Context: an optimization exercise on an open-source flow, tuned for small area and a short achievable clock period. The choices shown serve that exercise and are no tape-out recipe.
The RTL was checked by simulation tests, not by an equivalence proof against the original design.

==> design/flow/design.v <==
module DOUBLY_PIPELINE(clk,xi,yi,r,ang,xf,yf);
input signed [15:0] xi,yi;
input clk;
output signed [15:0] r,ang;
output signed [15:0] xf,yf;
function [15:0] scale;
  input signed [15:0] v;
  reg signed [27:0] e, s;
  begin
    e = v;
    s = (e>>>11) - (e>>>9) - (e>>>7) + (e>>>5) + (e>>>2)
      - (e<<1) - (e<<3) - (e<<6) + (e<<9) + (e<<11)
      + (v[15] ? 28'sd4093 : 28'sd1);
    scale = s[27:12];
  end
endfunction
reg signed [15:0] xr, yr;
reg signed [15:0] a2,a3,a4,a5,a6,a7,a8;
reg signed [15:0] b2,b3,b4,b5,b6,b7;
reg        t2;
reg [1:0]  t3;
reg [2:0]  t4;
reg [3:0]  t5;
reg [4:0]  t6;
reg [5:0]  t7;
reg [5:0]  t8;
reg signed [15:0] x2,x3,x4,x5,x6,x7,x8;
reg signed [15:0] y2,y3,y4,y5,y6,y7,y8;
reg signed [15:0] r_q, xf_q, yf_q;
reg [13:0] ang_q;
wire signed [15:0] a1, b1;
wire c_a1, c_b1;
add_skl16 u_a1(.a(xr), .b(yr), .cin(1'b0), .s(a1), .cout(c_a1));
add_skl16 u_b1(.a(yr), .b(~xr), .cin(1'b1), .s(b1), .cout(c_b1));
wire signed [15:0] sh_a2 = b1 >>> 1;
wire [15:0] n_a2; wire co_a2;
add_skl16 u_a2(.a(a1), .b(sh_a2 ^ {16{b1[15]}}), .cin(b1[15]), .s(n_a2), .cout(co_a2));
wire signed [15:0] sh_b2 = a1 >>> 1;
wire [15:0] n_b2; wire co_b2;
add_skl16 u_b2(.a(b1), .b(sh_b2 ^ {16{~b1[15]}}), .cin(~b1[15]), .s(n_b2), .cout(co_b2));
wire signed [15:0] sh_x2 = b1 >>> 1;
wire [15:0] n_x2; wire co_x2;
add_skl16 u_x2(.a(a1), .b(sh_x2 ^ {16{t3[0]}}), .cin(t3[0]), .s(n_x2), .cout(co_x2));
wire signed [15:0] sh_y2 = a1 >>> 1;
wire [15:0] n_y2; wire co_y2;
add_skl16 u_y2(.a(b1), .b(sh_y2 ^ {16{~t3[0]}}), .cin(~t3[0]), .s(n_y2), .cout(co_y2));
wire signed [15:0] sh_a3 = b2 >>> 2;
wire [15:0] n_a3; wire co_a3;
add_skl8 u_a3(.a(a2), .b(sh_a3 ^ {16{b2[15]}}), .cin(b2[15]), .s(n_a3), .cout(co_a3));
wire signed [15:0] sh_b3 = a2 >>> 2;
wire [15:0] n_b3; wire co_b3;
add_skl8 u_b3(.a(b2), .b(sh_b3 ^ {16{~b2[15]}}), .cin(~b2[15]), .s(n_b3), .cout(co_b3));
wire signed [15:0] sh_a4 = b3 >>> 3;
wire [15:0] n_a4; wire co_a4;
add_skl8 u_a4(.a(a3), .b(sh_a4 ^ {16{b3[15]}}), .cin(b3[15]), .s(n_a4), .cout(co_a4));
wire signed [15:0] sh_b4 = a3 >>> 3;
wire [15:0] n_b4; wire co_b4;
add_skl8 u_b4(.a(b3), .b(sh_b4 ^ {16{~b3[15]}}), .cin(~b3[15]), .s(n_b4), .cout(co_b4));
wire signed [15:0] sh_a5 = b4 >>> 4;
wire [15:0] n_a5; wire co_a5;
add_skl8 u_a5(.a(a4), .b(sh_a5 ^ {16{b4[15]}}), .cin(b4[15]), .s(n_a5), .cout(co_a5));
wire signed [15:0] sh_b5 = a4 >>> 4;
wire [15:0] n_b5; wire co_b5;
add_skl8 u_b5(.a(b4), .b(sh_b5 ^ {16{~b4[15]}}), .cin(~b4[15]), .s(n_b5), .cout(co_b5));
wire signed [15:0] sh_a6 = b5 >>> 5;
wire [15:0] n_a6; wire co_a6;
add_skl8 u_a6(.a(a5), .b(sh_a6 ^ {16{b5[15]}}), .cin(b5[15]), .s(n_a6), .cout(co_a6));
wire signed [15:0] sh_b6 = a5 >>> 5;
wire [15:0] n_b6; wire co_b6;
add_skl8 u_b6(.a(b5), .b(sh_b6 ^ {16{~b5[15]}}), .cin(~b5[15]), .s(n_b6), .cout(co_b6));
wire signed [15:0] sh_a7 = b6 >>> 6;
wire [15:0] n_a7; wire co_a7;
add_skl8 u_a7(.a(a6), .b(sh_a7 ^ {16{b6[15]}}), .cin(b6[15]), .s(n_a7), .cout(co_a7));
wire signed [15:0] sh_b7 = a6 >>> 6;
wire [15:0] n_b7; wire co_b7;
add_skl8 u_b7(.a(b6), .b(sh_b7 ^ {16{~b6[15]}}), .cin(~b6[15]), .s(n_b7), .cout(co_b7));
wire signed [15:0] sh_a8 = b7 >>> 7;
wire [15:0] n_a8; wire co_a8;
add_skl8 u_a8(.a(a7), .b(sh_a8 ^ {16{b7[15]}}), .cin(b7[15]), .s(n_a8), .cout(co_a8));
wire signed [15:0] sh_x3 = y2 >>> 2;
wire [15:0] n_x3; wire co_x3;
add_skl8 u_x3(.a(x2), .b(sh_x3 ^ {16{t4[1]}}), .cin(t4[1]), .s(n_x3), .cout(co_x3));
wire signed [15:0] sh_y3 = x2 >>> 2;
wire [15:0] n_y3; wire co_y3;
add_skl8 u_y3(.a(y2), .b(sh_y3 ^ {16{~t4[1]}}), .cin(~t4[1]), .s(n_y3), .cout(co_y3));
wire signed [15:0] sh_x4 = y3 >>> 3;
wire [15:0] n_x4; wire co_x4;
add_skl8 u_x4(.a(x3), .b(sh_x4 ^ {16{t5[2]}}), .cin(t5[2]), .s(n_x4), .cout(co_x4));
wire signed [15:0] sh_y4 = x3 >>> 3;
wire [15:0] n_y4; wire co_y4;
add_skl8 u_y4(.a(y3), .b(sh_y4 ^ {16{~t5[2]}}), .cin(~t5[2]), .s(n_y4), .cout(co_y4));
wire signed [15:0] sh_x5 = y4 >>> 4;
wire [15:0] n_x5; wire co_x5;
add_skl8 u_x5(.a(x4), .b(sh_x5 ^ {16{t6[3]}}), .cin(t6[3]), .s(n_x5), .cout(co_x5));
wire signed [15:0] sh_y5 = x4 >>> 4;
wire [15:0] n_y5; wire co_y5;
add_skl8 u_y5(.a(y4), .b(sh_y5 ^ {16{~t6[3]}}), .cin(~t6[3]), .s(n_y5), .cout(co_y5));
wire signed [15:0] sh_x6 = y5 >>> 5;
wire [15:0] n_x6; wire co_x6;
add_skl8 u_x6(.a(x5), .b(sh_x6 ^ {16{t7[4]}}), .cin(t7[4]), .s(n_x6), .cout(co_x6));
wire signed [15:0] sh_y6 = x5 >>> 5;
wire [15:0] n_y6; wire co_y6;
add_skl8 u_y6(.a(y5), .b(sh_y6 ^ {16{~t7[4]}}), .cin(~t7[4]), .s(n_y6), .cout(co_y6));
wire signed [15:0] sh_x7 = y6 >>> 6;
wire [15:0] n_x7; wire co_x7;
add_skl8 u_x7(.a(x6), .b(sh_x7 ^ {16{t8[5]}}), .cin(t8[5]), .s(n_x7), .cout(co_x7));
wire signed [15:0] sh_y7 = x6 >>> 6;
wire [15:0] n_y7; wire co_y7;
add_skl8 u_y7(.a(y6), .b(sh_y7 ^ {16{~t8[5]}}), .cin(~t8[5]), .s(n_y7), .cout(co_y7));
wire signed [15:0] sh_x8 = y7 >>> 7;
wire [15:0] n_x8; wire co_x8;
add_skl8 u_x8(.a(x7), .b(sh_x8 ^ {16{1'b1}}), .cin(1'b1), .s(n_x8), .cout(co_x8));
wire signed [15:0] sh_y8 = x7 >>> 7;
wire [15:0] n_y8; wire co_y8;
add_skl8 u_y8(.a(y7), .b(sh_y8 ^ {16{1'b0}}), .cin(1'b0), .s(n_y8), .cout(co_y8));
wire [13:0] ang_half = 14'd4928 - (t8[0] ? 14'd2657 : 14'd0) - (t8[1] ? 14'd1404 : 14'd0)
                     - (t8[2] ? 14'd713 : 14'd0) - (t8[3] ? 14'd358 : 14'd0)
                     - (t8[4] ? 14'd179 : 14'd0) - (t8[5] ? 14'd89 : 14'd0);
always @(posedge clk) begin
  xr <= xi;
  yr <= yi;
  a2 <= n_a2; b2 <= n_b2;
  a3 <= n_a3; b3 <= n_b3;
  a4 <= n_a4; b4 <= n_b4;
  a5 <= n_a5; b5 <= n_b5;
  a6 <= n_a6; b6 <= n_b6;
  a7 <= n_a7; b7 <= n_b7;
  a8 <= n_a8;
  t2 <= b1[15];
  t3 <= {b2[15], t2};
  t4 <= {b3[15], t3};
  t5 <= {b4[15], t4};
  t6 <= {b5[15], t5};
  t7 <= {b6[15], t6};
  t8 <= t7;
  x2 <= n_x2; y2 <= n_y2;
  x3 <= n_x3; y3 <= n_y3;
  x4 <= n_x4; y4 <= n_y4;
  x5 <= n_x5; y5 <= n_y5;
  x6 <= n_x6; y6 <= n_y6;
  x7 <= n_x7; y7 <= n_y7;
  x8 <= n_x8; y8 <= n_y8;
  r_q   <= scale(a8);
  xf_q  <= scale(x8);
  yf_q  <= scale(y8);
  ang_q <= ang_half;
end
assign r = r_q;
assign xf = xf_q;
assign yf = yf_q;
assign ang = {ang_q[13], ang_q, 1'b0};
endmodule
module add_skl16(input [15:0] a, b, input cin, output [15:0] s, output cout);
wire [15:0] p = a ^ b; wire [15:0] g = a & b;
wire gg0 = g[0] | (p[0] & cin);
wire gg1 = g[2] | (p[2] & g[1]); wire pp1 = p[2] & p[1];
wire gg2 = g[4] | (p[4] & g[3]); wire pp2 = p[4] & p[3];
wire gg3 = g[6] | (p[6] & g[5]); wire pp3 = p[6] & p[5];
wire gg4 = g[8] | (p[8] & g[7]); wire pp4 = p[8] & p[7];
wire gg5 = g[10] | (p[10] & g[9]); wire pp5 = p[10] & p[9];
wire gg6 = g[12] | (p[12] & g[11]); wire pp6 = p[12] & p[11];
wire gg7 = g[14] | (p[14] & g[13]); wire pp7 = p[14] & p[13];
wire gg8 = g[1] | (p[1] & gg0);
wire gg9 = gg1 | (pp1 & gg0);
wire gg10 = g[5] | (p[5] & gg2); wire pp10 = p[5] & pp2;
wire gg11 = gg3 | (pp3 & gg2); wire pp11 = pp3 & pp2;
wire gg12 = g[9] | (p[9] & gg4); wire pp12 = p[9] & pp4;
wire gg13 = gg5 | (pp5 & gg4); wire pp13 = pp5 & pp4;
wire gg14 = g[13] | (p[13] & gg6); wire pp14 = p[13] & pp6;
wire gg15 = gg7 | (pp7 & gg6); wire pp15 = pp7 & pp6;
wire gg16 = g[3] | (p[3] & gg9);
wire gg17 = gg2 | (pp2 & gg9);
wire gg18 = gg10 | (pp10 & gg9);
wire gg19 = gg11 | (pp11 & gg9);
wire gg20 = g[11] | (p[11] & gg13); wire pp20 = p[11] & pp13;
wire gg21 = gg6 | (pp6 & gg13); wire pp21 = pp6 & pp13;
wire gg22 = gg14 | (pp14 & gg13); wire pp22 = pp14 & pp13;
wire gg23 = gg15 | (pp15 & gg13); wire pp23 = pp15 & pp13;
wire gg24 = g[7] | (p[7] & gg19);
wire gg25 = gg4 | (pp4 & gg19);
wire gg26 = gg12 | (pp12 & gg19);
wire gg27 = gg13 | (pp13 & gg19);
wire gg28 = gg20 | (pp20 & gg19);
wire gg29 = gg21 | (pp21 & gg19);
wire gg30 = gg22 | (pp22 & gg19);
wire gg31 = gg23 | (pp23 & gg19);
wire gg32 = g[15] | (p[15] & gg31);
assign s[0] = p[0] ^ cin;
assign s[1] = p[1] ^ gg0;
assign s[2] = p[2] ^ gg8;
assign s[3] = p[3] ^ gg9;
assign s[4] = p[4] ^ gg16;
assign s[5] = p[5] ^ gg17;
assign s[6] = p[6] ^ gg18;
assign s[7] = p[7] ^ gg19;
assign s[8] = p[8] ^ gg24;
assign s[9] = p[9] ^ gg25;
assign s[10] = p[10] ^ gg26;
assign s[11] = p[11] ^ gg27;
assign s[12] = p[12] ^ gg28;
assign s[13] = p[13] ^ gg29;
assign s[14] = p[14] ^ gg30;
assign s[15] = p[15] ^ gg31;
assign cout = gg32;
endmodule
module add_skl8(input [15:0] a, b, input cin, output [15:0] s, output cout);
wire [15:0] p = a ^ b; wire [15:0] g = a & b;
wire gg0 = g[0] | (p[0] & cin);
wire gg1 = g[2] | (p[2] & g[1]); wire pp1 = p[2] & p[1];
wire gg2 = g[4] | (p[4] & g[3]); wire pp2 = p[4] & p[3];
wire gg3 = g[6] | (p[6] & g[5]); wire pp3 = p[6] & p[5];
wire gg4 = g[1] | (p[1] & gg0);
wire gg5 = gg1 | (pp1 & gg0);
wire gg6 = g[5] | (p[5] & gg2); wire pp6 = p[5] & pp2;
wire gg7 = gg3 | (pp3 & gg2); wire pp7 = pp3 & pp2;
wire gg8 = g[3] | (p[3] & gg5);
wire gg9 = gg2 | (pp2 & gg5);
wire gg10 = gg6 | (pp6 & gg5);
wire gg11 = gg7 | (pp7 & gg5);
wire gg12 = g[7] | (p[7] & gg11);
assign s[0] = p[0] ^ cin;
assign s[1] = p[1] ^ gg0;
assign s[2] = p[2] ^ gg4;
assign s[3] = p[3] ^ gg5;
assign s[4] = p[4] ^ gg8;
assign s[5] = p[5] ^ gg9;
assign s[6] = p[6] ^ gg10;
assign s[7] = p[7] ^ gg11;
wire [16:8] c; assign c[8] = gg12;
assign s[8] = a[8]^b[8]^c[8]; assign c[9] = (a[8]&b[8]) | (c[8]&(a[8]^b[8]));
assign s[9] = a[9]^b[9]^c[9]; assign c[10] = (a[9]&b[9]) | (c[9]&(a[9]^b[9]));
assign s[10] = a[10]^b[10]^c[10]; assign c[11] = (a[10]&b[10]) | (c[10]&(a[10]^b[10]));
assign s[11] = a[11]^b[11]^c[11]; assign c[12] = (a[11]&b[11]) | (c[11]&(a[11]^b[11]));
assign s[12] = a[12]^b[12]^c[12]; assign c[13] = (a[12]&b[12]) | (c[12]&(a[12]^b[12]));
assign s[13] = a[13]^b[13]^c[13]; assign c[14] = (a[13]&b[13]) | (c[13]&(a[13]^b[13]));
assign s[14] = a[14]^b[14]^c[14]; assign c[15] = (a[14]&b[14]) | (c[14]&(a[14]^b[14]));
assign s[15] = a[15]^b[15]^c[15]; assign c[16] = (a[15]&b[15]) | (c[15]&(a[15]^b[15]));
assign cout = c[16];
endmodule
==> design/flow/run.sh <==
#!/bin/bash
# synth_recipe.tcl (not shown) runs the flow's synth.tcl, then flattens the netlist and writes it again
# the make line also repeats each setting of config.mk as NAME=value (left out here)
make -C /OpenROAD-flow-scripts/flow DESIGN_CONFIG=/design/flow/config.mk WORK_HOME=/design/flow/orfs CLKGATE_MAP_FILE= SYNTH_SCRIPT=/design/flow/synth_recipe.tcl finish
==> design/flow/config.mk <==
export PLATFORM = sky130hd
export DESIGN_NAME = DOUBLY_PIPELINE
export DESIGN_NICKNAME = DOUBLY_PIPELINE
export VERILOG_FILES = /design/flow/design.v
export SDC_FILE = /design/flow/constraint.sdc
export NUM_CORES = 4
export LEC_CHECK = 0
export CAP_MARGIN = 20
export CORE_MARGIN = 2
export CORE_UTILIZATION = 40
export SLEW_MARGIN = 20
==> design/flow/constraint.sdc <==
create_clock -name core_clock -period 22.0 [get_ports {clk}]
set_input_delay 4.4000 -clock core_clock [delete_from_list [all_inputs] [get_ports {clk}]]
set_output_delay 4.4000 -clock core_clock [all_outputs]
set_load 0.01 [all_outputs]
==> results by group, run 1 <==
Run status
  • Status: timing/DRC/antenna clean

Synth
  • Largest area contributor in the synthesized netlist: dfxtp_1
  • Xor and xnor area share after synthesis: 11.36%
  • Yosys top cell area share: 27.29%
  • Synth Area in Compound Gates: 6.257%
  • Mapped Cells: 3755
  • Top cells by area, synth: dfxtp_1 27%, fa_1 27%, ha_1 15%
  • Post-synth EDFFs: 0
  • Mux share of post-synthesis cell area: 0.5967%
  • Asr flop ratio synth: 0%
  • Simple-Gate Fraction of Synth Area: 4.214%
  • Syn avg cell area: 10.67 um2
  • Syn Nets: 4791
  • Register area share after synthesis: 27.29%
  • Yosys reg bits: 546
  • Main combinational cell family by area after synthesis: adder cells
  • Yosys warnings: 1
  • Syn Std Cell Area: 40050 um2
  • Main flop type after synthesis: dfxtp_1
  • Synth unique cells: 77
  • Adder-Cell Fraction of Synth Area: 41.34%

Min path
  • Hold WC Path Type: flop to flop
  • WHS Path Cells: 0
  • Hold Crit Start: t4[2]
  • Hold endpoint: t5[2]

Die
  • Core Area: 99710 um2
  • Starting Density: 40.17%
  • Die Width: 320.4 um
  • DIE AREA: 102700 um2
  • FP Rows: 116
  • Die H: 320.4 um
  • # IOs: 97

Layout
  • Design Area, Final: 44880 um2
  • Diodes inserted: 0
  • Layout area overhead: 12.04%
  • Share of cells above drive strength 1: 4.328%
  • Commonest non-fill, non-tap cell in the layout: inv_1
  • Most frequent cells in the layout: 904 x inv_1, 546 x dfxtp_1, 534 x fa_1
  • Final nets: 4935

CTS
  • CTS root buffer: clkbuf_16
  • Num CTS Buffers: 67
  • Worst skew pair latency: 0.62 ns
  • Clock Path Buffers: 3
  • CTS tree: yes
  • Setup Fix Bufs, Post-CTS: 0
  • Num Clock Sinks: 546
  • Post-CTS Hold Fix Bufs: 0
  • H-tree depth: 3
  • Post_cts resized: 0
  • Clk slew on worst S/H paths: 0.06 ns

Worst setup path
  • Worst R2R Setup Slack: 15.67 ns
  • Required @ worst endpoint: 22.49 ns
  • Worst setup EP type: flop
  • Startpoint Class: flop
  • Setup CP Type: flop to flop
  • Worst R2R Path Depth: 17
  • Worst reg2reg endpoint: r_q[14]
  • Arrival time at the worst endpoint: 6.82 ns
  • Worst r2r src: a8[15]
  • Max FO, Critical Path: 25

Route
  • TritonRoute pass-1 iters: 5
  • DR vias/cell: 4.432
  • Vias after detailed routing: 23260
  • DRT Wirelength: 72.30 mm
  • Iteration-0 DRC Markers: 763
  • DRC Markers: 0
  • Routed WL per cell: 13.77 um
  • DRT antenna net count: 0

Flow run
  • Total of max-cap violations: 0

Timing
  • TNS Setup: 0 ns
  • Setup Viol. Count Final: 0
  • RSZ-0062 raised after global routing: no
  • Rel. slew slack: 33.87%
  • Period utilisation layout: 28.76%
  • Max Fclk: 158.0 MHz
  • Final Critical Period: 6.328 ns
  • Worst slew pin tran: 0.9848 ns
  • Clock skew: 0.02195 ns
  • Max Slew Vio Count: 0
  • Final hold vios: 0

Global routing
  • First-pass GRT wire length: 123.3 mm
  • GR Util All Layers: 14.87%
  • Vias in the first global route: 25110
  • Largest net degree at the start of global routing: 30
  • Grt ovf: 0
  • Initial antenna violation count: 1

Placed design
  • Port buffer count: 95
  • Placed inst area: 42610 um2
  • HPWL after detailed placement: 59.76 mm
  • Placer Congestion: 0.8869
==> per-layer routing <==
metal / up-vias / global-route usage (%) / share of wire (%)
met1: 11100 / 17.65 / 42
met4: 2 / 5.373 / 3.5
met3: 145 / 2.418 / 3.1
met2: 279 / 26.97 / 51
li1: 11740 / - / -
met5: - / 0 / 0.018
==> worst max-delay path, cell delays in order, from the launching register on <==
cell       delay (ns)
dfxtp_1          0.30
buf_4            0.35
clkinv_1         0.85
ha_1             0.66
inv_1            0.07
fa_1             0.50
inv_1            0.06
fa_1             0.44
fa_1             0.47
ha_1             0.32
a2111oi_0        0.41
o221ai_1         0.21
o211a_1          0.21
o211ai_1         0.20
a21boi_0         0.23
o311a_1          0.42
o41a_1           0.35
xor2_1           0.16
==> synthesized netlist by cell type (all sizes together), types with 6 or more instances <==
cell type / n
nand4: 7
nand3b: 6
and3: 10
o211ai: 9
nor2: 128
clkbuf: 22
buf: 18
a31oi: 11
a21boi: 6
a21o: 83
nor3: 53
inv: 905
fa: 534
mux2: 12
o21a: 52
mux2i: 10
ha: 469
nand2: 51
or3: 6
o21ai: 51
nor2b: 34
xnor2: 273
xor2: 243
a21oi: 106
o21bai: 15
nand2b: 17
nand3: 10
dfxtp: 546
==> kinds of logic (layout without fill, tap and decap cells) <==
| group | after synthesis | in the layout |
|---|---|---|
| adder cells (fa/ha/maj) | 1003 | 1003 |
| AND/OR/NAND/NOR | 347 | 347 |
| flip-flops | 546 | 546 |
| buffers and inverters | 947 | 1143 |
| AO/OA/AOI/OAI | 373 | 373 |
| multiplexers | 22 | 22 |
| other | 1 | 1 |
| XOR/XNOR | 516 | 516 |
==> layout make-up <==
class                   count  area, um2
fillers                  9302      54830
multi-input cells        2262      25540
flip-flops and latches    546      10930
inverters                 907       3410
clock buffers              85       1864
well taps                1298       1624
repair buffers            115       1101
clock inverters            36      402.9
==> worst max path at each step <==
stage | from | endpoint | slack [ns] | cells past startpoint
3_3_place_gp | a8[15] | r_q[14] | 15.82 | 17
3_5_place_dp | a8[15] | r_q[14] | 15.67 | 17
4_1_cts | a8[15] | r_q[14] | 15.65 | 17
2_1_floorplan | a8[15] | r_q[14] | 15.81 | 16
5_1_grt | a8[15] | r_q[14] | 15.20 | 17
6_report | a8[15] | r_q[14] | 15.67 | 17
==> stage by stage <==
step	hold slack, ns	util, %	cells	worst slack, ns
5_1_grt	0.3332	45.01	5249	15.20
4_1_cts	0.3262	45.01	5249	15.65
6_report	0.3257	45.01	5249	15.67
3_3_place_gp	0.3121	42.73	5128	15.82
2_1_floorplan	0.3096	-	3755	15.81
3_5_place_dp	0.3121	42.73	5128	15.67
==> run 2, diff against run 1 <==
--- a/design/flow/design.v
+++ b/design/flow/design.v
@@ -3,17 +3,6 @@
 input clk;
 output signed [15:0] r,ang;
 output signed [15:0] xf,yf;
-function [15:0] scale;
-  input signed [15:0] v;
-  reg signed [27:0] e, s;
-  begin
-    e = v;
-    s = (e>>>11) - (e>>>9) - (e>>>7) + (e>>>5) + (e>>>2)
-      - (e<<1) - (e<<3) - (e<<6) + (e<<9) + (e<<11)
-      + (v[15] ? 28'sd4093 : 28'sd1);
-    scale = s[27:12];
-  end
-endfunction
 reg signed [15:0] xr, yr;
 reg signed [15:0] a2,a3,a4,a5,a6,a7,a8;
 reg signed [15:0] b2,b3,b4,b5,b6,b7;
@@ -28,6 +17,10 @@
 reg signed [15:0] y2,y3,y4,y5,y6,y7,y8;
 reg signed [15:0] r_q, xf_q, yf_q;
 reg [13:0] ang_q;
+wire [15:0] sc_r, sc_x, sc_y;
+scale16 u_sr(.v(a8), .q(sc_r));
+scale16 u_sx(.v(x8), .q(sc_x));
+scale16 u_sy(.v(y8), .q(sc_y));
 wire signed [15:0] a1, b1;
 wire c_a1, c_b1;
 add_skl16 u_a1(.a(xr), .b(yr), .cin(1'b0), .s(a1), .cout(c_a1));
@@ -140,9 +133,9 @@
   x6 <= n_x6; y6 <= n_y6;
   x7 <= n_x7; y7 <= n_y7;
   x8 <= n_x8; y8 <= n_y8;
-  r_q   <= scale(a8);
-  xf_q  <= scale(x8);
-  yf_q  <= scale(y8);
+  r_q   <= sc_r;
+  xf_q  <= sc_x;
+  yf_q  <= sc_y;
   ang_q <= ang_half;
 end
 assign r = r_q;
@@ -237,3 +230,217 @@
 assign s[15] = a[15]^b[15]^c[15]; assign c[16] = (a[15]&b[15]) | (c[15]&(a[15]^b[15]));
 assign cout = c[16];
 endmodule
+module scale16(input [15:0] v, output [15:0] q);
+wire fs0 = v[13] ^ v[7]; wire fc0 = v[13] & v[7];
+wire fs1 = v[14] ^ v[8] ^ v[5]; wire fc1 = (v[14] & v[8]) | (v[14] & v[5]) | (v[8] & v[5]);
+wire fs2 = ~v[12] ^ ~v[10]; wire fc2 = ~v[12] & ~v[10];
+wire fs3 = v[9] ^ v[6] ^ ~v[15]; wire fc3 = (v[9] & v[6]) | (v[9] & ~v[15]) | (v[6] & ~v[15]);
+wire fs4 = v[13] ^ v[11] ^ v[3]; wire fc4 = (v[13] & v[11]) | (v[13] & v[3]) | (v[11] & v[3]);
+wire fs5 = v[10] ^ v[7] ^ ~v[14]; wire fc5 = (v[10] & v[7]) | (v[10] & ~v[14]) | (v[7] & ~v[14]);
+wire fs6 = ~v[12] ^ ~v[4]; wire fc6 = ~v[12] & ~v[4];
+wire fs7 = v[15] ^ v[11] ^ v[8]; wire fc7 = (v[15] & v[11]) | (v[15] & v[8]) | (v[11] & v[8]);
+wire fs8 = v[13] ^ v[5] ^ v[3]; wire fc8 = (v[13] & v[5]) | (v[13] & v[3]) | (v[5] & v[3]);
+wire fs9 = v[12] ^ v[9] ^ ~v[14]; wire fc9 = (v[12] & v[9]) | (v[12] & ~v[14]) | (v[9] & ~v[14]);
+wire fs10 = ~v[6] ^ ~v[4]; wire fc10 = ~v[6] & ~v[4];
+wire fs11 = v[15] ^ v[13] ^ v[10]; wire fc11 = (v[15] & v[13]) | (v[15] & v[10]) | (v[13] & v[10]);
+wire fs12 = v[14] ^ v[11] ^ v[0]; wire fc12 = (v[14] & v[11]) | (v[14] & v[0]) | (v[11] & v[0]);
+wire fs13 = v[12] ^ v[1]; wire fc13 = v[12] & v[1];
+wire fs14 = v[13] ^ v[2] ^ v[0]; wire fc14 = (v[13] & v[2]) | (v[13] & v[0]) | (v[2] & v[0]);
+wire fs15 = v[14] ^ v[3] ^ v[1]; wire fc15 = (v[14] & v[3]) | (v[14] & v[1]) | (v[3] & v[1]);
+wire fs16 = v[15] ^ ~v[11]; wire fc16 = v[15] & ~v[11];
+wire fs17 = v[4] ^ v[2] ^ ~v[15]; wire fc17 = (v[4] & v[2]) | (v[4] & ~v[15]) | (v[2] & ~v[15]);
+wire fs18 = v[5] ^ v[3]; wire fc18 = v[5] & v[3];
+wire fs19 = v[6] ^ v[4]; wire fc19 = v[6] & v[4];
+wire fs20 = v[11] ^ v[5] ^ v[2]; wire fc20 = (v[11] & v[5]) | (v[11] & v[2]) | (v[5] & v[2]);
+wire fs21 = v[12] ^ v[6] ^ v[3]; wire fc21 = (v[12] & v[6]) | (v[12] & v[3]) | (v[6] & v[3]);
+wire fs22 = ~v[10] ^ ~v[8]; wire fc22 = ~v[10] & ~v[8];
+wire fs23 = fs0 ^ v[4] ^ ~v[11]; wire fc23 = (fs0 & v[4]) | (fs0 & ~v[11]) | (v[4] & ~v[11]);
+wire fs24 = v[9] ^ v[1] ^ v[15]; wire fc24 = (v[9] & v[1]) | (v[9] & v[15]) | (v[1] & v[15]);
+wire fs25 = fc0 ^ fs1 ^ fs2; wire fc25 = (fc0 & fs1) | (fc0 & fs2) | (fs1 & fs2);
+wire fs26 = v[2] ^ v[0] ^ ~1'b1; wire fc26 = (v[2] & v[0]) | (v[2] & ~1'b1) | (v[0] & ~1'b1);
+wire fs27 = fc1 ^ fc2 ^ fs3; wire fc27 = (fc1 & fc2) | (fc1 & fs3) | (fc2 & fs3);
+wire fs28 = fs4 ^ v[1] ^ ~1'b1; wire fc28 = (fs4 & v[1]) | (fs4 & ~1'b1) | (v[1] & ~1'b1);
+wire fs29 = fc3 ^ fs5 ^ fs6; wire fc29 = (fc3 & fs5) | (fc3 & fs6) | (fs5 & fs6);
+wire fs30 = fc4 ^ v[2] ^ ~1'b1; wire fc30 = (fc4 & v[2]) | (fc4 & ~1'b1) | (v[2] & ~1'b1);
+wire fs31 = fc5 ^ fc6 ^ fs7; wire fc31 = (fc5 & fc6) | (fc5 & fs7) | (fc6 & fs7);
+wire fs32 = fs8 ^ v[0] ^ ~1'b1; wire fc32 = (fs8 & v[0]) | (fs8 & ~1'b1) | (v[0] & ~1'b1);
+wire fs33 = fc7 ^ fs9 ^ fs10; wire fc33 = (fc7 & fs9) | (fc7 & fs10) | (fs9 & fs10);
+wire fs34 = fc8 ^ v[1] ^ ~1'b1; wire fc34 = (fc8 & v[1]) | (fc8 & ~1'b1) | (v[1] & ~1'b1);
+wire fs35 = fc9 ^ fc10 ^ fs11; wire fc35 = (fc9 & fc10) | (fc9 & fs11) | (fc10 & fs11);
+wire fs36 = v[7] ^ v[5] ^ v[2]; wire fc36 = (v[7] & v[5]) | (v[7] & v[2]) | (v[5] & v[2]);
+wire fs37 = fc11 ^ fs12 ^ ~v[8]; wire fc37 = (fc11 & fs12) | (fc11 & ~v[8]) | (fs12 & ~v[8]);
+wire fs38 = v[6] ^ v[3] ^ ~1'b1; wire fc38 = (v[6] & v[3]) | (v[6] & ~1'b1) | (v[3] & ~1'b1);
+wire fs39 = fc12 ^ fs13 ^ ~v[15]; wire fc39 = (fc12 & fs13) | (fc12 & ~v[15]) | (fs13 & ~v[15]);
+wire fs40 = v[9] ^ v[7] ^ v[4]; wire fc40 = (v[9] & v[7]) | (v[9] & v[4]) | (v[7] & v[4]);
+wire fs41 = fc13 ^ fs14 ^ ~v[10]; wire fc41 = (fc13 & fs14) | (fc13 & ~v[10]) | (fs14 & ~v[10]);
+wire fs42 = v[8] ^ v[5] ^ ~1'b1; wire fc42 = (v[8] & v[5]) | (v[8] & ~1'b1) | (v[5] & ~1'b1);
+wire fs43 = fc14 ^ fs15 ^ fs16; wire fc43 = (fc14 & fs15) | (fc14 & fs16) | (fs15 & fs16);
+wire fs44 = v[9] ^ v[6] ^ ~1'b1; wire fc44 = (v[9] & v[6]) | (v[9] & ~1'b1) | (v[6] & ~1'b1);
+wire fs45 = fc15 ^ fc16 ^ fs17; wire fc45 = (fc15 & fc16) | (fc15 & fs17) | (fc16 & fs17);
+wire fs46 = v[12] ^ v[10] ^ v[7]; wire fc46 = (v[12] & v[10]) | (v[12] & v[7]) | (v[10] & v[7]);
+wire fs47 = fc17 ^ fs18 ^ ~v[13]; wire fc47 = (fc17 & fs18) | (fc17 & ~v[13]) | (fs18 & ~v[13]);
+wire fs48 = v[11] ^ v[8] ^ ~1'b1; wire fc48 = (v[11] & v[8]) | (v[11] & ~1'b1) | (v[8] & ~1'b1);
+wire fs49 = fc18 ^ fs19 ^ ~v[14]; wire fc49 = (fc18 & fs19) | (fc18 & ~v[14]) | (fs19 & ~v[14]);
+wire fs50 = v[12] ^ v[9] ^ ~1'b1; wire fc50 = (v[12] & v[9]) | (v[12] & ~1'b1) | (v[9] & ~1'b1);
+wire fs51 = fc19 ^ v[15] ^ v[7]; wire fc51 = (fc19 & v[15]) | (fc19 & v[7]) | (v[15] & v[7]);
+wire fs52 = ~v[5] ^ v[13] ^ v[10]; wire fc52 = (~v[5] & v[13]) | (~v[5] & v[10]) | (v[13] & v[10]);
+wire fs53 = v[8] ^ v[6] ^ ~v[14]; wire fc53 = (v[8] & v[6]) | (v[8] & ~v[14]) | (v[6] & ~v[14]);
+wire fs54 = ~v[11] ^ 1'b1; wire fc54 = ~v[11] & 1'b1;
+wire fs55 = v[15] ^ v[9] ^ v[7]; wire fc55 = (v[15] & v[9]) | (v[15] & v[7]) | (v[9] & v[7]);
+wire fs56 = v[10] ^ v[8]; wire fc56 = v[10] & v[8];
+wire fs57 = v[11] ^ v[9]; wire fc57 = v[11] & v[9];
+wire fs58 = fs20 ^ ~v[9]; wire fc58 = fs20 & ~v[9];
+wire fs59 = fc20 ^ fs21 ^ fs22; wire fc59 = (fc20 & fs21) | (fc20 & fs22) | (fs21 & fs22);
+wire fs60 = fc21 ^ fc22 ^ fs23; wire fc60 = (fc21 & fc22) | (fc21 & fs23) | (fc22 & fs23);
+wire fs61 = fc23 ^ fs25 ^ ~fc24; wire fc61 = (fc23 & fs25) | (fc23 & ~fc24) | (fs25 & ~fc24);
+wire fs62 = fc25 ^ fs27 ^ ~fc26; wire fc62 = (fc25 & fs27) | (fc25 & ~fc26) | (fs27 & ~fc26);
+wire fs63 = fc27 ^ fs29 ^ ~fc28; wire fc63 = (fc27 & fs29) | (fc27 & ~fc28) | (fs29 & ~fc28);
+wire fs64 = fc29 ^ fs31 ^ ~fc30; wire fc64 = (fc29 & fs31) | (fc29 & ~fc30) | (fs31 & ~fc30);
+wire fs65 = fc31 ^ fs33 ^ ~fc32; wire fc65 = (fc31 & fs33) | (fc31 & ~fc32) | (fs33 & ~fc32);
+wire fs66 = fc33 ^ fs35 ^ ~fc34; wire fc66 = (fc33 & fs35) | (fc33 & ~fc34) | (fs35 & ~fc34);
+wire fs67 = fc35 ^ fs37 ^ ~fc36; wire fc67 = (fc35 & fs37) | (fc35 & ~fc36) | (fs37 & ~fc36);
+wire fs68 = fc37 ^ fs39 ^ ~fc38; wire fc68 = (fc37 & fs39) | (fc37 & ~fc38) | (fs39 & ~fc38);
+wire fs69 = fc39 ^ fs41 ^ ~fc40; wire fc69 = (fc39 & fs41) | (fc39 & ~fc40) | (fs41 & ~fc40);
+wire fs70 = fc41 ^ fs43 ^ ~fc42; wire fc70 = (fc41 & fs43) | (fc41 & ~fc42) | (fs43 & ~fc42);
+wire fs71 = fc43 ^ fs45 ^ ~fc44; wire fc71 = (fc43 & fs45) | (fc43 & ~fc44) | (fs45 & ~fc44);
+wire fs72 = fc45 ^ fs47 ^ ~fc46; wire fc72 = (fc45 & fs47) | (fc45 & ~fc46) | (fs47 & ~fc46);
+wire fs73 = fc47 ^ fs49 ^ ~fc48; wire fc73 = (fc47 & fs49) | (fc47 & ~fc48) | (fs49 & ~fc48);
+wire fs74 = fc49 ^ fs51 ^ ~fc50; wire fc74 = (fc49 & fs51) | (fc49 & ~fc50) | (fs51 & ~fc50);
+wire fs75 = fc51 ^ fs53 ^ fs54; wire fc75 = (fc51 & fs53) | (fc51 & fs54) | (fs53 & fs54);
+wire fs76 = fc53 ^ fc54 ^ fs55; wire fc76 = (fc53 & fc54) | (fc53 & fs55) | (fc54 & fs55);
+wire fs77 = fc55 ^ fs56 ^ ~v[13]; wire fc77 = (fc55 & fs56) | (fc55 & ~v[13]) | (fs56 & ~v[13]);
+wire fs78 = fc56 ^ fs57 ^ ~v[14]; wire fc78 = (fc56 & fs57) | (fc56 & ~v[14]) | (fs57 & ~v[14]);
+wire fs79 = fc57 ^ v[15] ^ v[12]; wire fc79 = (fc57 & v[15]) | (fc57 & v[12]) | (v[15] & v[12]);
+wire fs80 = v[13] ^ v[11]; wire fc80 = v[13] & v[11];
+wire fs81 = v[14] ^ v[12]; wire fc81 = v[14] & v[12];
+wire fs82 = fs58 ^ ~v[7]; wire fc82 = fs58 & ~v[7];
+wire fs83 = fc58 ^ fs59 ^ ~v[0]; wire fc83 = (fc58 & fs59) | (fc58 & ~v[0]) | (fs59 & ~v[0]);
+wire fs84 = fc59 ^ fs60 ^ ~fs24; wire fc84 = (fc59 & fs60) | (fc59 & ~fs24) | (fs60 & ~fs24);
+wire fs85 = fc60 ^ fs61 ^ ~fs26; wire fc85 = (fc60 & fs61) | (fc60 & ~fs26) | (fs61 & ~fs26);
+wire fs86 = fc61 ^ fs62 ^ ~fs28; wire fc86 = (fc61 & fs62) | (fc61 & ~fs28) | (fs62 & ~fs28);
+wire fs87 = fc62 ^ fs63 ^ ~fs30; wire fc87 = (fc62 & fs63) | (fc62 & ~fs30) | (fs63 & ~fs30);
+wire fs88 = fc63 ^ fs64 ^ ~fs32; wire fc88 = (fc63 & fs64) | (fc63 & ~fs32) | (fs64 & ~fs32);
+wire fs89 = fc64 ^ fs65 ^ ~fs34; wire fc89 = (fc64 & fs65) | (fc64 & ~fs34) | (fs65 & ~fs34);
+wire fs90 = fc65 ^ fs66 ^ ~fs36; wire fc90 = (fc65 & fs66) | (fc65 & ~fs36) | (fs66 & ~fs36);
+wire fs91 = fc66 ^ fs67 ^ ~fs38; wire fc91 = (fc66 & fs67) | (fc66 & ~fs38) | (fs67 & ~fs38);
+wire fs92 = fc67 ^ fs68 ^ ~fs40; wire fc92 = (fc67 & fs68) | (fc67 & ~fs40) | (fs68 & ~fs40);
+wire fs93 = fc68 ^ fs69 ^ ~fs42; wire fc93 = (fc68 & fs69) | (fc68 & ~fs42) | (fs69 & ~fs42);
+wire fs94 = fc69 ^ fs70 ^ ~fs44; wire fc94 = (fc69 & fs70) | (fc69 & ~fs44) | (fs70 & ~fs44);
+wire fs95 = fc70 ^ fs71 ^ ~fs46; wire fc95 = (fc70 & fs71) | (fc70 & ~fs46) | (fs71 & ~fs46);
+wire fs96 = fc71 ^ fs72 ^ ~fs48; wire fc96 = (fc71 & fs72) | (fc71 & ~fs48) | (fs72 & ~fs48);
+wire fs97 = fc72 ^ fs73 ^ ~fs50; wire fc97 = (fc72 & fs73) | (fc72 & ~fs50) | (fs73 & ~fs50);
+wire fs98 = fc73 ^ fs74 ^ ~fs52; wire fc98 = (fc73 & fs74) | (fc73 & ~fs52) | (fs74 & ~fs52);
+wire fs99 = fc74 ^ fs75 ^ ~fc52; wire fc99 = (fc74 & fs75) | (fc74 & ~fc52) | (fs75 & ~fc52);
+wire fs100 = fc75 ^ fs76 ^ ~v[12]; wire fc100 = (fc75 & fs76) | (fc75 & ~v[12]) | (fs76 & ~v[12]);
+wire fs101 = fc76 ^ fs77 ^ 1'b1; wire fc101 = (fc76 & fs77) | (fc76 & 1'b1) | (fs77 & 1'b1);
+wire fs102 = fc77 ^ fs78 ^ 1'b1; wire fc102 = (fc77 & fs78) | (fc77 & 1'b1) | (fs78 & 1'b1);
+wire fs103 = fc78 ^ fs79 ^ v[10]; wire fc103 = (fc78 & fs79) | (fc78 & v[10]) | (fs79 & v[10]);
+wire fs104 = fc79 ^ fs80 ^ 1'b1; wire fc104 = (fc79 & fs80) | (fc79 & 1'b1) | (fs80 & 1'b1);
+wire fs105 = fc80 ^ fs81 ^ 1'b1; wire fc105 = (fc80 & fs81) | (fc80 & 1'b1) | (fs81 & 1'b1);
+wire fs106 = fc81 ^ v[13] ^ ~v[15]; wire fc106 = (fc81 & v[13]) | (fc81 & ~v[15]) | (v[13] & ~v[15]);
+wire fs107 = v[14] ^ 1'b1; wire fc107 = v[14] & 1'b1;
+wire [27:0] ra = {1'b1, fc107, fc106, fc105, fc104, fc103, fc102, fc101, fc100, fc99, fc98, fc97, fc96, fc95, fc94, fc93, fc92, fc91, fc90, fc89, fc88, fc87, fc86, fc85, fc84, fc83, fc82, fs82};
+wire [27:0] rb = {1'b0, ~v[15], fs107, fs106, fs105, fs104, fs103, fs102, fs101, fs100, fs99, fs98, fs97, fs96, fs95, fs94, fs93, fs92, fs91, fs90, fs89, fs88, fs87, fs86, fs85, fs84, fs83, 1'b1};
+wire [27:0] rs; wire rco;
+scale16_fin u_fin(.a(ra), .b(rb), .cin(1'b0), .s(rs), .cout(rco));
+assign q = rs[27:12];
+endmodule
+module scale16_fin(input [27:0] a, b, input cin, output [27:0] s, output cout);
+wire [27:0] p = a ^ b; wire [27:0] g = a & b;
+wire gg0 = g[0] | (p[0] & cin);
+wire gg1 = g[2] | (p[2] & g[1]); wire pp1 = p[2] & p[1];
+wire gg2 = g[4] | (p[4] & g[3]); wire pp2 = p[4] & p[3];
+wire gg3 = g[6] | (p[6] & g[5]); wire pp3 = p[6] & p[5];
+wire gg4 = g[8] | (p[8] & g[7]); wire pp4 = p[8] & p[7];
+wire gg5 = g[10] | (p[10] & g[9]); wire pp5 = p[10] & p[9];
+wire gg6 = g[12] | (p[12] & g[11]); wire pp6 = p[12] & p[11];
+wire gg7 = g[14] | (p[14] & g[13]); wire pp7 = p[14] & p[13];
+wire gg8 = g[16] | (p[16] & g[15]); wire pp8 = p[16] & p[15];
+wire gg9 = g[18] | (p[18] & g[17]); wire pp9 = p[18] & p[17];
+wire gg10 = g[20] | (p[20] & g[19]); wire pp10 = p[20] & p[19];
+wire gg11 = g[22] | (p[22] & g[21]); wire pp11 = p[22] & p[21];
+wire gg12 = g[24] | (p[24] & g[23]); wire pp12 = p[24] & p[23];
+wire gg13 = g[26] | (p[26] & g[25]); wire pp13 = p[26] & p[25];
+wire gg14 = g[1] | (p[1] & gg0);
+wire gg15 = gg1 | (pp1 & gg0);
+wire gg16 = g[5] | (p[5] & gg2); wire pp16 = p[5] & pp2;
+wire gg17 = gg3 | (pp3 & gg2); wire pp17 = pp3 & pp2;
+wire gg18 = g[9] | (p[9] & gg4); wire pp18 = p[9] & pp4;
+wire gg19 = gg5 | (pp5 & gg4); wire pp19 = pp5 & pp4;
+wire gg20 = g[13] | (p[13] & gg6); wire pp20 = p[13] & pp6;
+wire gg21 = gg7 | (pp7 & gg6); wire pp21 = pp7 & pp6;
+wire gg22 = g[17] | (p[17] & gg8); wire pp22 = p[17] & pp8;
+wire gg23 = gg9 | (pp9 & gg8); wire pp23 = pp9 & pp8;
+wire gg24 = g[21] | (p[21] & gg10); wire pp24 = p[21] & pp10;
+wire gg25 = gg11 | (pp11 & gg10); wire pp25 = pp11 & pp10;
+wire gg26 = g[25] | (p[25] & gg12); wire pp26 = p[25] & pp12;
+wire gg27 = gg13 | (pp13 & gg12); wire pp27 = pp13 & pp12;
+wire gg28 = g[3] | (p[3] & gg15);
+wire gg29 = gg2 | (pp2 & gg15);
+wire gg30 = gg16 | (pp16 & gg15);
+wire gg31 = gg17 | (pp17 & gg15);
+wire gg32 = g[11] | (p[11] & gg19); wire pp32 = p[11] & pp19;
+wire gg33 = gg6 | (pp6 & gg19); wire pp33 = pp6 & pp19;
+wire gg34 = gg20 | (pp20 & gg19); wire pp34 = pp20 & pp19;
+wire gg35 = gg21 | (pp21 & gg19); wire pp35 = pp21 & pp19;
+wire gg36 = g[19] | (p[19] & gg23); wire pp36 = p[19] & pp23;
+wire gg37 = gg10 | (pp10 & gg23); wire pp37 = pp10 & pp23;
+wire gg38 = gg24 | (pp24 & gg23); wire pp38 = pp24 & pp23;
+wire gg39 = gg25 | (pp25 & gg23); wire pp39 = pp25 & pp23;
+wire gg40 = g[27] | (p[27] & gg27); wire pp40 = p[27] & pp27;
+wire gg41 = g[7] | (p[7] & gg31);
+wire gg42 = gg4 | (pp4 & gg31);
+wire gg43 = gg18 | (pp18 & gg31);
+wire gg44 = gg19 | (pp19 & gg31);
+wire gg45 = gg32 | (pp32 & gg31);
+wire gg46 = gg33 | (pp33 & gg31);
+wire gg47 = gg34 | (pp34 & gg31);
+wire gg48 = gg35 | (pp35 & gg31);
+wire gg49 = g[23] | (p[23] & gg39); wire pp49 = p[23] & pp39;
+wire gg50 = gg12 | (pp12 & gg39); wire pp50 = pp12 & pp39;
+wire gg51 = gg26 | (pp26 & gg39); wire pp51 = pp26 & pp39;
+wire gg52 = gg27 | (pp27 & gg39); wire pp52 = pp27 & pp39;
+wire gg53 = gg40 | (pp40 & gg39); wire pp53 = pp40 & pp39;
+wire gg54 = g[15] | (p[15] & gg48);
+wire gg55 = gg8 | (pp8 & gg48);
+wire gg56 = gg22 | (pp22 & gg48);
+wire gg57 = gg23 | (pp23 & gg48);
+wire gg58 = gg36 | (pp36 & gg48);
+wire gg59 = gg37 | (pp37 & gg48);
+wire gg60 = gg38 | (pp38 & gg48);
+wire gg61 = gg39 | (pp39 & gg48);
+wire gg62 = gg49 | (pp49 & gg48);
+wire gg63 = gg50 | (pp50 & gg48);
+wire gg64 = gg51 | (pp51 & gg48);
+wire gg65 = gg52 | (pp52 & gg48);
+wire gg66 = gg53 | (pp53 & gg48);
+assign s[0] = p[0] ^ cin;
+assign s[1] = p[1] ^ gg0;
+assign s[2] = p[2] ^ gg14;
+assign s[3] = p[3] ^ gg15;
+assign s[4] = p[4] ^ gg28;
+assign s[5] = p[5] ^ gg29;
+assign s[6] = p[6] ^ gg30;
+assign s[7] = p[7] ^ gg31;
+assign s[8] = p[8] ^ gg41;
+assign s[9] = p[9] ^ gg42;
+assign s[10] = p[10] ^ gg43;
+assign s[11] = p[11] ^ gg44;
+assign s[12] = p[12] ^ gg45;
+assign s[13] = p[13] ^ gg46;
+assign s[14] = p[14] ^ gg47;
+assign s[15] = p[15] ^ gg48;
+assign s[16] = p[16] ^ gg54;
+assign s[17] = p[17] ^ gg55;
+assign s[18] = p[18] ^ gg56;
+assign s[19] = p[19] ^ gg57;
+assign s[20] = p[20] ^ gg58;
+assign s[21] = p[21] ^ gg59;
+assign s[22] = p[22] ^ gg60;
+assign s[23] = p[23] ^ gg61;
+assign s[24] = p[24] ^ gg62;
+assign s[25] = p[25] ^ gg63;
+assign s[26] = p[26] ^ gg64;
+assign s[27] = p[27] ^ gg65;
+assign cout = gg66;
+endmodule
--- a/design/flow/config.mk
+++ b/design/flow/config.mk
@@ -8,4 +8,5 @@
 export CAP_MARGIN = 20
 export CORE_MARGIN = 2
 export CORE_UTILIZATION = 40
+export CTS_BUF_LIST = sky130_fd_sc_hd__clkbuf_8
 export SLEW_MARGIN = 20
==> run 2 against run 1 <==
Compared with the run above:
- first-iteration DRC count decreased by 26%
- largest cell class unchanged
- count of clock-buffer cells in the layout grew 33
- die area down 6.1%
- final area decreased by 6.2%
- global-route usage decreased by 0.45 points
- final cell count down 4.7%
==> results by group, run 2 <==
CTS
  • Post_cts resized: 0 (unchanged)
  • Worst skew pair latency: 0.70 ns (+0.08 ns)
  • CTS tree: yes
  • Clk slew on worst S/H paths: 0.06 ns (about the same)
  • CTS root buffer: clkbuf_8
  • Clock Path Buffers: 3 (unchanged)
  • Num Clock Sinks: 546 (unchanged)
  • Num CTS Buffers: 98 (+46%)
  • Setup Fix Bufs, Post-CTS: 0 (unchanged)
  • H-tree depth: 3 (unchanged)
  • Post-CTS Hold Fix Bufs: 0 (unchanged)

Synth
  • Most frequent cell after synthesis: inv_1
  • Asr flop ratio synth: 0% (unchanged)
  • Yosys warnings: 1 (unchanged)
  • Post-synth EDFFs: 0 (unchanged)
  • Syn Std Cell Area: 37580 um2 (-6.2%)
  • Yosys reg bits: 546 (unchanged)
  • Yosys top cell area share: 29.09% (+1.8 points)
  • Syn avg cell area: 10.74 um2 (+0.66%)
  • Mapped Cells: 3500 (-6.8%)
  • Largest area contributor in the synthesized netlist: dfxtp_1
  • Synth unique cells: 72 (-6.5%)
  • Syn Nets: 4455 (-7.0%)
  • Post-synth top cells: 826 x inv_1, 546 x dfxtp_1, 462 x fa_1
  • Register area share after synthesis: 29.09% (+1.8 points)
  • Top cells by area, synth: dfxtp_1 29%, fa_1 25%, ha_1 15%
  • Main flop type after synthesis: dfxtp_1

Timing
  • Final Critical Period: 5.955 ns (-0.3731 ns)
  • Setup Viol. Count Final: 0 (unchanged)
  • Period utilisation layout: 27.07% (-1.7 points)
  • Rel. slew slack: 32.67% (-1.2 points)
  • Max Slew Vio Count: 0 (unchanged)
  • RSZ-0062 raised after global routing: no
  • Worst slew pin tran: 1.003 ns (+0.01801 ns)
  • TNS Setup: 0 ns (unchanged)
  • Max Fclk: 167.9 MHz (+6.3%)
  • Hold WS: 0.3170 ns (-0.008739 ns)
  • Clock skew: 0.03649 ns (+0.01454 ns)
  • Final hold vios: 0 (unchanged)

Placed design
  • HPWL after detailed placement: 55.79 mm (-6.6%)
  • Placer Congestion: 0.8839 (-0.34%)
  • Port buffer count: 95 (unchanged)
  • Placed inst area: 40030 um2 (-6.0%)

Global routing
  • Grt ovf: 0 (unchanged)
  • First-pass GRT wire length: 114.1 mm (-7.4%)
  • Largest net degree at the start of global routing: 30 (unchanged)
  • GR Util All Layers: 14.42% (-0.45 points)
  • Vias in the first global route: 23490 (-6.5%)
  • Initial antenna violation count: 1 (unchanged)

Route
  • DRT Wirelength: 66.95 mm (-7.4%)
  • Iteration-0 DRC Markers: 561 (-26%)
  • Vias after detailed routing: 21730 (-6.6%)
  • DR vias/cell: 4.345 (-2.0%)
  • Routed WL per cell: 13.38 um (-2.8%)
  • TritonRoute pass-1 iters: 4 (-1)
  • DRT antenna net count: 0 (unchanged)
  • DRC Markers: 0 (unchanged)

Worst setup path
  • CP Cell Sequence: clkdlybuf4s50_1
  • Worst R2R Setup Slack: 16.31 ns (+0.64 ns)
  • Startpoint Class: flop
  • Cell family with most CP delay: buffers and inverters
  • Buffers and inverters on the worst path: 1 (-3)
  • Setup CP Type: flop to primary output
  • CP max-delay cell: clkdlybuf4s50_1
  • Max stage delay on crit path: 0.53 ns (-0.32 ns)
  • Arrival time at the worst endpoint: 1.55 ns (-5.27 ns)
  • Worst setup EP type: primary output
  • Max FO, Critical Path: 2 (-92%)
  • Required @ worst endpoint: 17.60 ns (-4.89 ns)

Die
  • DIE AREA: 96420 um2 (-6.1%)
  • Die H: 310.5 um (-3.1%)
  • # IOs: 97 (unchanged)
  • Core Area: 93190 um2 (-6.5%)
  • Starting Density: 40.33% (+0.16 points)
  • FP Rows: 112 (-3.4%)
  • Die Width: 310.5 um (-3.1%)

Flow run
  • Total of max-cap violations: 0 (unchanged)

Layout
  • Commonest non-fill, non-tap cell in the layout: inv_1
  • Most frequent cells in the layout: 856 x inv_1, 546 x dfxtp_1, 462 x fa_1
  • Layout area overhead: 11.98% (about the same)
  • Design Area, Final: 42080 um2 (-6.2%)
  • Share of cells above drive strength 1: 5.284% (+0.96 points)
  • Fillers: 8815 (-5.2%)
  • Final nets: 4624 (-6.3%)

Run status
  • Status: timing/DRC/antenna clean

Min path
  • Hold WC Path Type: flop to flop
-- run 2: final timing paths --
check                 end  depth (start not counted)       from
hold reg to reg     t6[0]                          0      t5[0]
hold / removal      t6[0]                          0      t5[0]
setup / recovery  ang[15]                          1  ang_q[13]
setup reg to reg   b7[15]                         18     b6[15]
-- run 2: cells by family after synthesis --
family                   synth area share, %
adder cells (fa/ha/maj)                39.93
XOR/XNOR                               11.65
buffers and inverters                  8.667
other                               0.009979
multiplexers                          0.3829
AND/OR/NAND/NOR                        4.105
AO/OA/AOI/OAI                          6.176
flip-flops                             29.09
-- run 2: worst register-to-register path: cells and delay by family, from the launching register on --
family	cells	cell delay (ns)
adder cells (fa/ha/maj)	9	3.72
flip-flops	1	0.97
AO/OA/AOI/OAI	5	0.41
XOR/XNOR	2	0.32
AND/OR/NAND/NOR	2	0.16
-- run 2: area by class of cell --
cell class              count  area (um2)  share of cell area, %
diodes                      1       2.502               0.005947
clock buffers             118        1624                  3.859
clock inverters            60       421.7                  1.002
inverters                 828        3108                  7.386
multi-input cells        2089       23390                  55.59
flip-flops and latches    546       10930                  25.97
well taps                1254        1569                  3.728
repair buffers            106        1033                  2.456
-- run 2: metal layers --
layer  wire length [um]  vias up  GRT usage [%]  share of wire [%]
li1                   -    11090              -                  -
met1              29670    10250          17.58                 44
met2              33310      262          25.60                 50
met3               2127      131          2.463                3.2
met4               1838        0          4.921                2.7
met5                  0        -              0                  0
-- run 2: stage by stage --
stage	setup WS (ns)	util [%]	std cells
2_1_floorplan	15.96	-	3500
3_3_place_gp	16.34	42.96	4823
3_5_place_dp	16.25	42.96	4823
4_1_cts	15.94	45.15	5001
5_1_grt	15.91	45.16	5002
6_report	16.05	45.16	5002
==> run 3, diff against run 2 <==
--- a/design/flow/config.mk
+++ b/design/flow/config.mk
@@ -9,4 +9,5 @@
 export CORE_MARGIN = 2
 export CORE_UTILIZATION = 40
 export CTS_BUF_LIST = sky130_fd_sc_hd__clkbuf_8
+export CTS_CLUSTER_SIZE = 30
 export SLEW_MARGIN = 20
==> run 3 against run 2 <==
Compared with the run above:
- final area is the same
- first-iteration DRC count is the same
- count of clock-buffer cells in the layout is the same
- global-route usage is the same
- hold slack is the same
==> results by group, run 3 <==
Timing
  • Rel. slew slack: 32.67% (unchanged)
  • Final Critical Period: 5.955 ns (unchanged)
  • TNS Setup: 0 ns (unchanged)
  • Hold WS: 0.3170 ns (unchanged)
  • Final hold vios: 0 (unchanged)
  • Max Fclk: 167.9 MHz (unchanged)
  • Setup Viol. Count Final: 0 (unchanged)
  • Max Slew Vio Count: 0 (unchanged)
  • RSZ-0062 raised after global routing: no
  • Clock skew: 0.03649 ns (unchanged)
  • Worst slew pin tran: 1.003 ns (unchanged)
  • Period utilisation layout: 27.07% (unchanged)

Worst setup path
  • Cell family with most CP delay: buffers and inverters
  • Buffers and inverters on the worst path: 1 (unchanged)
  • Max FO, Critical Path: 2 (unchanged)
  • Required @ worst endpoint: 17.60 ns (about the same)
  • Setup CP Type: flop to primary output
  • CP max-delay cell: clkdlybuf4s50_1
  • Worst setup EP type: primary output
  • Startpoint Class: flop
  • Arrival time at the worst endpoint: 1.55 ns (about the same)
  • CP Cell Sequence: clkdlybuf4s50_1
  • Max stage delay on crit path: 0.53 ns (about the same)

Flow run
  • Total of max-cap violations: 0 (unchanged)

Route
  • DRC Markers: 0 (unchanged)
  • Iteration-0 DRC Markers: 561 (unchanged)
  • DR vias/cell: 4.345 (unchanged)
  • TritonRoute pass-1 iters: 4 (unchanged)
  • DRT Wirelength: 66.95 mm (unchanged)
  • DRT antenna net count: 0 (unchanged)
  • Vias after detailed routing: 21730 (unchanged)
  • Routed WL per cell: 13.38 um (unchanged)

Synth
  • Yosys warnings: 1 (unchanged)
  • Syn Nets: 4455 (unchanged)
  • Mux share of post-synthesis cell area: 0.3829% (unchanged)
  • Register area share after synthesis: 29.09% (unchanged)
  • Synth unique cells: 72 (unchanged)
  • Main flop type after synthesis: dfxtp_1
  • Synth Area in Compound Gates: 6.176% (unchanged)
  • Post-synth top cells: 826 x inv_1, 546 x dfxtp_1, 462 x fa_1
  • Syn avg cell area: 10.74 um2 (unchanged)
  • Syn Std Cell Area: 37580 um2 (unchanged)
  • Main combinational cell family by area after synthesis: adder cells
  • Simple-Gate Fraction of Synth Area: 4.105% (unchanged)
  • Xor and xnor area share after synthesis: 11.65% (unchanged)
  • Yosys top cell area share: 29.09% (unchanged)
  • Adder-Cell Fraction of Synth Area: 39.93% (unchanged)
  • Mapped Cells: 3500 (unchanged)
  • Most frequent cell after synthesis: inv_1
  • Largest area contributor in the synthesized netlist: dfxtp_1
  • Yosys reg bits: 546 (unchanged)
  • Post-synth EDFFs: 0 (unchanged)
  • Top cells by area, synth: dfxtp_1 29%, fa_1 25%, ha_1 15%
  • Asr flop ratio synth: 0% (unchanged)

Die
  • DIE AREA: 96420 um2 (unchanged)
  • Starting Density: 40.33% (unchanged)
  • FP Rows: 112 (unchanged)
  • Die Width: 310.5 um (unchanged)
  • Die H: 310.5 um (unchanged)
  • # IOs: 97 (unchanged)
  • Core Area: 93190 um2 (unchanged)

Global routing
  • First-pass GRT wire length: 114.1 mm (unchanged)
  • Grt ovf: 0 (unchanged)
  • Largest net degree at the start of global routing: 30 (unchanged)
  • Initial antenna violation count: 1 (unchanged)
  • GR Util All Layers: 14.42% (unchanged)
  • Vias in the first global route: 23490 (unchanged)

CTS
  • Num Clock Sinks: 546 (unchanged)
  • Post-CTS Hold Fix Bufs: 0 (unchanged)
  • Worst skew pair latency: 0.70 ns (about the same)
  • Clock Path Buffers: 3 (unchanged)
  • Clk slew on worst S/H paths: 0.06 ns (about the same)
  • Setup Fix Bufs, Post-CTS: 0 (unchanged)
  • CTS root buffer: clkbuf_8
  • Post_cts resized: 0 (unchanged)
  • Num CTS Buffers: 98 (unchanged)
  • H-tree depth: 3 (unchanged)
  • CTS tree: yes

Min path
  • Hold WC Path Type: flop to flop

Layout
  • Most frequent cells in the layout: 856 x inv_1, 546 x dfxtp_1, 462 x fa_1
  • Fillers: 8815 (unchanged)
  • Commonest non-fill, non-tap cell in the layout: inv_1
  • Core Util, Final: 45.16% (unchanged)
  • Share of cells above drive strength 1: 5.284% (unchanged)
  • Final nets: 4624 (unchanged)
  • Layout area overhead: 11.98% (unchanged)
  • Post-Layout Cell Count: 5002 (unchanged)

Placed design
  • Port buffer count: 95 (unchanged)
  • DP Cell Count: 4823 (unchanged)
  • HPWL after detailed placement: 55.79 mm (unchanged)
  • Placer Congestion: 0.8839 (unchanged)

Run status
  • Status: timing/DRC/antenna clean
## run 3: final timing paths
kind | startpoint | cells past startpoint | end | slack [ns]
min reg2reg | t5[0] | 0 | t6[0] | 0.32
max | ang_q[13] | 1 | ang[15] | 16.05
max reg2reg | b6[15] | 18 | b7[15] | 16.31
min | t5[0] | 0 | t6[0] | 0.32
## run 3: per-layer routing
layer	global-route usage (%)	vias up	part of all wire (%)
met4	4.921	0	2.7
met3	2.463	131	3.2
met2	25.60	262	50
met5	0	-	0
li1	-	11090	-
met1	17.58	10250	44
## run 3: kinds of logic after synthesis
logic type,Yosys count
AOI/OAI and AO/OA,350
adders and majority gates,922
and+or+nand+nor,305
buffers and inverters,865
muxes,13
other,1
DFF,546
xor gates and xnor gates,498
## run 3: stage by stage
step / instance area (um2) / setup WS [ns]
floorplan: 37580 / 15.96
global placement: 40030 / 16.34
global route: 42080 / 15.91
CTS: 42080 / 15.94
finish: 42080 / 16.05
detailed placement: 40030 / 16.25
## run 3: final cells by class
type                            instances  area [um2]  area share, %
Inverter                              828        3108          7.386
Multi-Input combinational cell       2089       23390          55.59
Timing Repair Buffer                  106        1033          2.456
Clock inverter                         60       421.7          1.002
Clock buffer                          118        1624          3.859
Tap cell                             1254        1569          3.728
Sequential cell                       546       10930          25.97
Antenna cell                            1       2.502       0.005947
==> run 4, diff against run 3 <==
--- a/design/flow/config.mk
+++ b/design/flow/config.mk
@@ -8,6 +8,5 @@
 export CAP_MARGIN = 20
 export CORE_MARGIN = 2
 export CORE_UTILIZATION = 40
-export CTS_BUF_LIST = sky130_fd_sc_hd__clkbuf_8
-export CTS_CLUSTER_SIZE = 30
+export CTS_CLUSTER_SIZE = 40
 export SLEW_MARGIN = 20
==> run 4 against run 3 <==
Compared with the run above:
- still clean
- final cell count decreased by 1.2%
- register-to-register slack worse by 0.07 ns
- final area grew 0.34%
- non-clock buffer count did not move
- maximum frequency is 1.7% higher
- synthesized cell count unchanged
- critical path depth unchanged
- global-route usage is essentially flat
- sequential share of layout area is 0.089 points lower
- highest routed layer unchanged
==> results by group, run 4 <==
Run status
  • Status: timing/DRC/antenna clean

Layout
  • Commonest non-fill, non-tap cell in the layout: inv_1
  • Final nets: 4593 (-0.67%)
  • Core Util, Final: 45.31% (+0.15 points)
  • Layout area overhead: 12.36%
  • Share of cells above drive strength 1: 4.097% (-1.2 points)
  • Most frequent cells in the layout: 826 x inv_1, 546 x dfxtp_1, 462 x fa_1
  • Design Area, Final: 42230 um2 (+0.34%)
  • Post-Layout Cell Count: 4940 (-1.2%)

Route
  • DRT Wirelength: 66.82 mm (-0.19%)
  • DR vias/cell: 4.365 (+0.47%)
  • DRT antenna net count: 0 (unchanged)
  • Routed WL per cell: 13.53 um (+1.1%)

Placed design
  • Pre-CTS setup slack: 16.25 ns (unchanged)
  • Placed inst area: 40030 um2 (unchanged)
  • Port buffer count: 95 (unchanged)
  • Placer Congestion: 0.8839 (unchanged)
  • HPWL after detailed placement: 55.79 mm (unchanged)

Die
  • Starting Density: 40.33% (unchanged)
  • FP Rows: 112 (unchanged)
  • DIE AREA: 96420 um2 (unchanged)
  • # IOs: 97 (unchanged)
  • Die Width: 310.5 um (unchanged)
  • Core Area: 93190 um2 (unchanged)

Synth
  • Yosys warnings: 1 (unchanged)
  • Post-synth top cells: 826 x inv_1, 546 x dfxtp_1, 462 x fa_1
  • Largest area contributor in the synthesized netlist: dfxtp_1
  • Post-synth EDFFs: 0 (unchanged)
  • Yosys reg bits: 546 (unchanged)
  • Register area share after synthesis: 29.09% (unchanged)
  • Main flop type after synthesis: dfxtp_1
  • Syn Std Cell Area: 37580 um2 (unchanged)
  • Asr flop ratio synth: 0% (unchanged)
  • Most frequent cell after synthesis: inv_1
  • Yosys top cell area share: 29.09% (unchanged)
  • Syn Nets: 4455 (unchanged)

Worst setup path
  • Startpoint Class: flop
  • CP max-delay cell: clkdlybuf4s50_1
  • Required @ worst endpoint: 17.60 ns (about the same)
  • Arrival time at the worst endpoint: 1.46 ns (-0.09 ns)
  • Buffers and inverters on the worst path: 1 (unchanged)
  • Setup CP Type: flop to primary output
  • Cell family with most CP delay: buffers and inverters
  • Max stage delay on crit path: 0.54 ns (about the same)
  • CP Cell Sequence: clkdlybuf4s50_1
  • Max FO, Critical Path: 1 (-1)

Global routing
  • First-pass GRT wire length: 114.0 mm (-0.12%)
  • GR Util All Layers: 14.42% (about the same)
  • Grt ovf: 0 (unchanged)
  • Met3 Use GR: 2.343% (-0.12 points)
  • GR Util met1: 17.77% (+0.19 points)
  • GR Util met2: 25.68% (+0.081 points)
  • Vias in the first global route: 23300 (-0.79%)

Timing
  • Final worst slack: 16.14 ns (+0.09890 ns)
  • Setup Viol. Count Final: 0 (unchanged)
  • Max Slew Vio Count: 0 (unchanged)
  • Period utilisation layout: 26.62% (-0.45 points)
  • Final hold vios: 0 (unchanged)
  • Worst slew pin tran: 1.021 ns (+0.01856 ns)
  • Final Critical Period: 5.856 ns (-0.09890 ns)
  • Clock skew: 0.01753 ns (-0.01896 ns)

CTS
  • Clk slew on worst S/H paths: 0.06 ns (about the same)
  • Post_cts resized: 0 (unchanged)
  • CTS tree: yes
  • Num Clock Sinks: 546 (unchanged)
  • H-tree depth: 3 (unchanged)
  • CTS root buffer: clkbuf_16
  • Post-CTS Hold Fix Bufs: 0 (unchanged)

Min path
  • Hold WC Path Type: flop to flop

Flow run
  • Total of max-cap violations: 0 (unchanged)
[run 4: cell counts after synthesis]
No cell type changed its count.
[run 4: final cells by class]
class	instances	area, um2
well taps	1254	1569
clock inverters	22	256.5
fillers	8771	50960
clock buffers	95	1936
flip-flops and latches	546	10930
repair buffers	106	1033
multi-input cells	2089	23390
inverters	828	3108
[run 4: cells by family (layout without fill, tap and decap cells)]
family	after synthesis	count (layout)	synth area share [%]
AOI/OAI and AO/OA	350	350	6.176
DFF	546	546	29.09
adders and majority gates	922	922	39.93
and+or+nand+nor	305	305	4.105
xor gates and xnor gates	498	498	11.65
muxes	13	13	0.3829
buffers and inverters	865	1051	8.667
other	1	1	0.009979
[run 4: worst paths after layout]
| check | start | to | slack (ns) | cells past startpoint |
|---|---|---|---|---|
| worst max-delay path | ang_q[0] | ang[1] | 16.14 | 1 |
| worst min-delay path | t7[3] | t8[3] | 0.32 | 0 |
| worst max register to register | b6[15] | b7[15] | 16.24 | 18 |
| worst min register to register | t7[3] | t8[3] | 0.32 | 0 |
[run 4: routing by layer]
layer  vias to the layer above  share of wire [%]
li1                      11010                  -
met1                     10180                 44
met2                       251                 50
met3                       121                3.0
met4                         0                2.8
met5                         -                  0

-- static timing again, ports no longer ideal --
The flow's constraints put no driver on any port. The routed layouts listed below were extracted and timed again, unchanged, in two steps.
Step 1: set_driving_cell puts a clkbuf_16 on clk and a buf_2 on each other input, an assumption about the parent block.
Step 2 also shifts input and output timing later by t, the mid clock arrival at the registers, as if the neighbouring blocks saw the same clock.
a / b / c = no drivers / after step 1 / after step 2; a / b = the first two.
run	t (ns)	slack for setup (ns)	worst setup path after step 2	worst data-port slew with drivers (ns)	cell pins on the clock port's net
run 1	0.673	15.672 / 15.672 / 15.672	register to register	0.03	1
run 2	0.750	16.045 / 15.984 / 16.311	register to register	0.04	1
run 3	0.750	16.045 / 15.984 / 16.311	register to register	0.04	1
run 4	0.663	16.144 / 16.081 / 16.242	register to register	0.04	1
After both steps every run listed still meets setup and hold.
